From an optimization exercise on the open Yosys and OpenROAD flow, aimed at small area, a short achievable clock period and few clock cycles per item; shortcuts taken in it are not production practice.
Function was checked by simulation only, so behaviour that the tests miss may differ from the original.
Power and IR drop assume default switching activity.

## oak
Design sd_scoreboard_top, start of the top module:
module sd_scoreboard_top
  (input         clk,
   input         reset,
   input         c_srdy,
   output reg    c_drdy,
   input         c_req_type,  
   input  [3:0]  c_txid,
   input  [31:0] c_mask,
   input  [31:0] c_data,
   input  [5:0]  c_itemid,
   output reg    p_srdy,
   input         p_drdy,
   output reg [3:0]  p_txid,
   output reg [31:0] p_data
   );
  integer i;
  reg        q_v;
  reg        q_wr;
  reg [3:0]  q_txid;
  reg [31:0] q_mask;
  reg [31:0] q_data;
  reg [5:0]  q_item;
  reg [63:0] q_sel;
  reg        q_fwd;    
  wire       take = c_srdy & c_drdy;
  wire       q_wv = q_v & q_wr;
  wire       q_rd = q_v & ~q_wr;
  wire       stall;    
  always @(posedge clk) begin
    if (reset)       q_v <= 1'b0;
    else if (!stall) q_v <= take;
    if (!stall) begin
      q_wr   <= c_req_type;
      q_txid <= c_txid;
      q_item <= c_itemid;
    end
    q_sel  <= 64'd1 << (stall ? q_item : c_itemid);
    q_mask <= c_mask;
    q_data <= c_data;
    q_fwd  <= q_wv & (c_itemid == q_item);
  end
  reg [31:0] mem [0:63];
  reg        w_v;       
  reg [5:0]  w_item;
  reg [63:0] w_hold;    
  reg [63:0] w_sel;
  reg [31:0] w_data;
  reg        r_v;       
  reg [3:0]  r_txid;
  always @*
    for (i = 0; i < 64; i = i + 1)
      w_sel[i] = w_v & (w_item == i);
  always @(posedge clk)
    for (i = 0; i < 64; i = i + 1)
      mem[i] <= (w_data & {32{w_sel[i]}}) | (mem[i] & {32{w_hold[i]}});
  wire [31:0] l1 [0:31];
  wire [31:0] l2 [0:7];
  wire [31:0] l3 [0:3];
  wire [31:0] rd_raw;
  genvar g;
  generate
  ...
Size: ~9800 cells after synthesis, roughly 2400 flip-flops, about 120 I/O pins, ~87000 um2 of cells after synthesis.
Settings: LEC_CHECK=0, CAP_MARGIN=20, CORE_MARGIN=2, CORE_UTILIZATION=40, CTS_CLUSTER_DIAMETER=50, CTS_CLUSTER_SIZE=20, SETUP_SLACK_MARGIN=2.55, SLEW_MARGIN=20, SYNTH_HIERARCHICAL=1; clock period 5.0 ns.
run.sh (not shown) runs the stock make flow with config.mk's settings and CLKGATE_MAP_FILE= SYNTH_SCRIPT=/design/flow/synth_recipe.tcl, a recipe that flattens the netlist after the stock synthesis.
oak completed every stage of the flow, and the final layout passed the timing, design-rule and antenna checks.
Testbench counts of oak, summed over its fixed seeds: cycles 12,024, requests 12,000.
Here is what was changed in the inputs of pine compared with oak.
- SETUP_SLACK_MARGIN changed from 2.55 to 2.35
==> comparison <==
pine finished all stages; the layout is clean.
Higher global-route track usage on met2 among pine and oak: oak
pine against oak: final-layout clock-cell area share held, total power after layout barely changed, largest stage delay on the critical path closely matched the old numbers, minimum clock period up 0.18 ns, met3 track demand over resource in global routing comparable.
Number of fill cells essentially unchanged between pine and oak.
Compared with oak, pine shows a non-clock buffer count that is 32 lower.
Ratio of final minimum period to clock period sits higher in pine than in oak.

* * *

## job 101
The RTL this note starts from:
==> flow/design.v <==
module sd_scoreboard_top
  (input         clk,
   input         reset,
   input         c_srdy,
   output reg    c_drdy,
   input         c_req_type,  
   input  [3:0]  c_txid,
   input  [31:0] c_mask,
   input  [31:0] c_data,
   input  [5:0]  c_itemid,
   output reg    p_srdy,
   input         p_drdy,
   output reg [3:0]  p_txid,
   output reg [31:0] p_data
   );
  integer i;
  reg        q_v;
  reg        q_wr;
  reg [3:0]  q_txid;
  reg [31:0] q_mask;
  reg [31:0] q_data;
  reg [5:0]  q_item;
  reg [63:0] q_sel;
  reg        q_fwd;    
  wire       take = c_srdy & c_drdy;
  wire       q_wv = q_v & q_wr;
  wire       q_rd = q_v & ~q_wr;
  wire       stall;    
  always @(posedge clk) begin
    if (reset)       q_v <= 1'b0;
    else if (!stall) q_v <= take;
    if (!stall) begin
      q_wr   <= c_req_type;
      q_txid <= c_txid;
      q_item <= c_itemid;
    end
    q_sel  <= 64'd1 << (stall ? q_item : c_itemid);
    q_mask <= c_mask;
    q_data <= c_data;
    q_fwd  <= q_wv & (c_itemid == q_item);
  end
  reg [31:0] mem [0:63];
  reg        w_v;       
  reg [5:0]  w_item;
  reg [63:0] w_hold;    
  reg [63:0] w_sel;
  reg [31:0] w_data;
  reg        r_v;       
  reg [3:0]  r_txid;
  always @*
    for (i = 0; i < 64; i = i + 1)
      w_sel[i] = w_v & (w_item == i);
  always @(posedge clk)
    for (i = 0; i < 64; i = i + 1)
      mem[i] <= (w_data & {32{w_sel[i]}}) | (mem[i] & {32{w_hold[i]}});
  wire [31:0] l1 [0:31];
  wire [31:0] l2 [0:7];
  wire [31:0] l3 [0:3];
  wire [31:0] rd_raw;
  genvar g;
  generate
    for (g = 0; g < 32; g = g + 1) begin : lv1
      sb_aoi22 u (.s0(q_sel[2*g]), .s1(q_sel[2*g+1]),
                  .m0(mem[2*g]), .m1(mem[2*g+1]), .y(l1[g]));
    end
    for (g = 0; g < 8; g = g + 1) begin : lv2
      sb_nand4 u (.a(l1[4*g]), .b(l1[4*g+1]), .c(l1[4*g+2]), .d(l1[4*g+3]),
                  .y(l2[g]));
    end
    for (g = 0; g < 4; g = g + 1) begin : lv3
      sb_nor2 u (.a(l2[2*g]), .b(l2[2*g+1]), .y(l3[g]));
    end
  endgenerate
  sb_nand4 lv4 (.a(l3[0]), .b(l3[1]), .c(l3[2]), .d(l3[3]), .y(rd_raw));
  wire [31:0] merged;
  sb_merge mrg (.fwd(q_fwd), .wd(w_data), .rd(rd_raw), .wr(q_wr),
                .mask(q_mask), .data(q_data), .merged(merged));
  always @(posedge clk) begin
    w_v    <= q_wv & ~reset;
    w_item <= q_item;
    w_hold <= ~(q_sel & {64{q_wv & ~reset}});
    w_data <= merged;
    r_v    <= q_rd & ~stall & ~reset;
    r_txid <= q_txid;
  end
  wire        pop = p_srdy & p_drdy;
  wire [35:0] nw  = {r_txid, w_data};
  reg         v1, v2;
  reg  [35:0] e1, e2;
  always @(posedge clk) begin
    if ((p_srdy & ~pop) == 1'b0)
      {p_txid, p_data} <= v1 ? e1 : nw;
    if ((v1 & ~pop) == 1'b0)
      e1 <= v2 ? e2 : nw;
    if ((v2 & ~pop) == 1'b0)
      e2 <= nw;
  end
  wire       up    = r_v & ~pop;
  wire       dn    = ~r_v & pop;
  wire       ge1_n = (p_srdy & (v1 | ~dn)) | up;
  wire       ge2_n = (v1 & (v2 | ~dn)) | (p_srdy & up);
  wire       ge3_n = (v2 & ~dn) | (v1 & up);
  wire       r_n   = q_rd & ~stall;
  wire       rd_n  = stall | (take & ~c_req_type);
  wire       hold_n = rd_n & (ge3_n | (r_n & ge2_n));
  reg        q_hold;     
  assign     stall = q_hold;
  always @(posedge clk) begin
    if (reset) begin
      p_srdy <= 1'b0;
      v1     <= 1'b0;
      v2     <= 1'b0;
      c_drdy <= 1'b1;
      q_hold <= 1'b0;
    end else begin
      p_srdy <= ge1_n;
      v1     <= ge2_n;
      v2     <= ge3_n;
      c_drdy <= ~hold_n;
      q_hold <= hold_n;
    end
  end
endmodule
module sb_aoi22
  (input         s0, s1,
   input  [31:0] m0, m1,
   output [31:0] y);
  assign y = ~((m0 & {32{s0}}) | (m1 & {32{s1}}));
endmodule
module sb_nand4
  (input  [31:0] a, b, c, d,
   output [31:0] y);
  assign y = ~(a & b & c & d);
endmodule
module sb_nor2
  (input  [31:0] a, b,
   output [31:0] y);
  assign y = ~(a | b);
endmodule
module sb_merge
  (input         fwd, wr,
   input  [31:0] wd, rd, mask, data,
   output [31:0] merged);
  wire [31:0] keep, early;
  sb_mprep prep (.fwd(fwd), .wr(wr), .wd(wd), .mask(mask), .data(data),
                 .keep(keep), .early(early));
  sb_ao21  ao   (.a(rd), .b(keep), .c(early), .y(merged));
endmodule
module sb_mprep
  (input         fwd, wr,
   input  [31:0] wd, mask, data,
   output [31:0] keep, early);
  wire [31:0] m = mask & {32{wr}};
  assign keep  = ~m & {32{~fwd}};
  assign early = (data & m) | (wd & ~m & {32{fwd}});
endmodule
module sb_ao21
  (input  [31:0] a, b, c,
   output [31:0] y);
  assign y = (a & b) | c;
endmodule
make LEC_CHECK=0 CAP_MARGIN=20 CORE_MARGIN=2 CORE_UTILIZATION=40 CTS_CLUSTER_DIAMETER=50 CTS_CLUSTER_SIZE=20 SETUP_SLACK_MARGIN=3.0 SLEW_MARGIN=20 SYNTH_HIERARCHICAL=1 finish   # period 5.0 ns
Testbench counts of job 101, summed over its fixed seeds: cycles 12,024, requests 12,000.
Inputs modified between job 101 and job 102:
Settings: swapping 3.0 for 2.75 in SETUP_SLACK_MARGIN.
--- outcome ---
- Re total number of cells along the worst setup path: job 101 was lower than job 102.
- Across both runs, relative contribution of the clock network to total power was higher for job 102 than for job 101.
- Compared with job 101, in job 102 post-cts repair resize count decreased by 54% relative to the old numbers; post-route standard cell area excluding fillers decreased by 1.9% relative to the old numbers; peak supply drop increased by about 8% relative to the old numbers; clock tree cell share of total cell area increased by 0.38 points relative to the old numbers; number of rows created at floorplan closely matched the old numbers.
- Routed wire length, job 102 and job 101, higher one = job 101.
- Diff job 102 and job 101: final-layout non-clock buffer area share higher in job 101
- Delta(worst reg2reg path depth, job 102 - job 101) < 0
- Of the two values seen for launch point of the worst path, w_item[1] was produced by job 102 and p_data[29] by job 101.
- Comparing time the worst path needs with I/O delays and setup for job 102 and job 101, the smaller number came from job 102.

==> what the ideal ports hide <==
How much do the figures lean on ideal ports? The routed layouts below were timed once more, with nothing changed but the port constraints. Step 1 (the two cells are an assumption about what drives the block):
set clk [get_ports {clk}]
set_driving_cell -lib_cell sky130_fd_sc_hd__clkbuf_16 $clk
set_driving_cell -lib_cell sky130_fd_sc_hd__buf_2 [delete_from_list [all_inputs] $clk]
Step 2, shift: input delay + t, output delay - t, t = (earliest + latest rising clock arrival at the registers) / 2. This alone moves slack from input paths to output paths. a / b / c = ideal ports / drivers / drivers and shift; a / b = the first two.
| run | t (ns) | setup WS [ns] | worst hold slack (ns) | clock arrival spread, ns |
|---|---|---|---|---|
| oak | 0.967 | 2.408 / 2.408 / 1.674 | 0.350 / 0.350 / 0.350 | 0.069 / 0.068 |
| pine | 0.963 | 2.228 / 2.228 / 1.627 | 0.349 / 0.349 / 0.349 | 0.066 / 0.067 |
| job 101 | 0.961 | 2.379 / 2.282 / 2.097 | 0.311 / 0.311 / 0.311 | 0.114 / 0.114 |
| job 102 | 0.969 | 2.498 / 2.425 / 1.927 | 0.343 / 0.343 / 0.343 | 0.083 / 0.083 |
After both steps every run listed still meets setup and hold. For oak, which loses most, drivers alone change the setup slack by 0.000 ns; drivers and shift together by -0.734 ns.
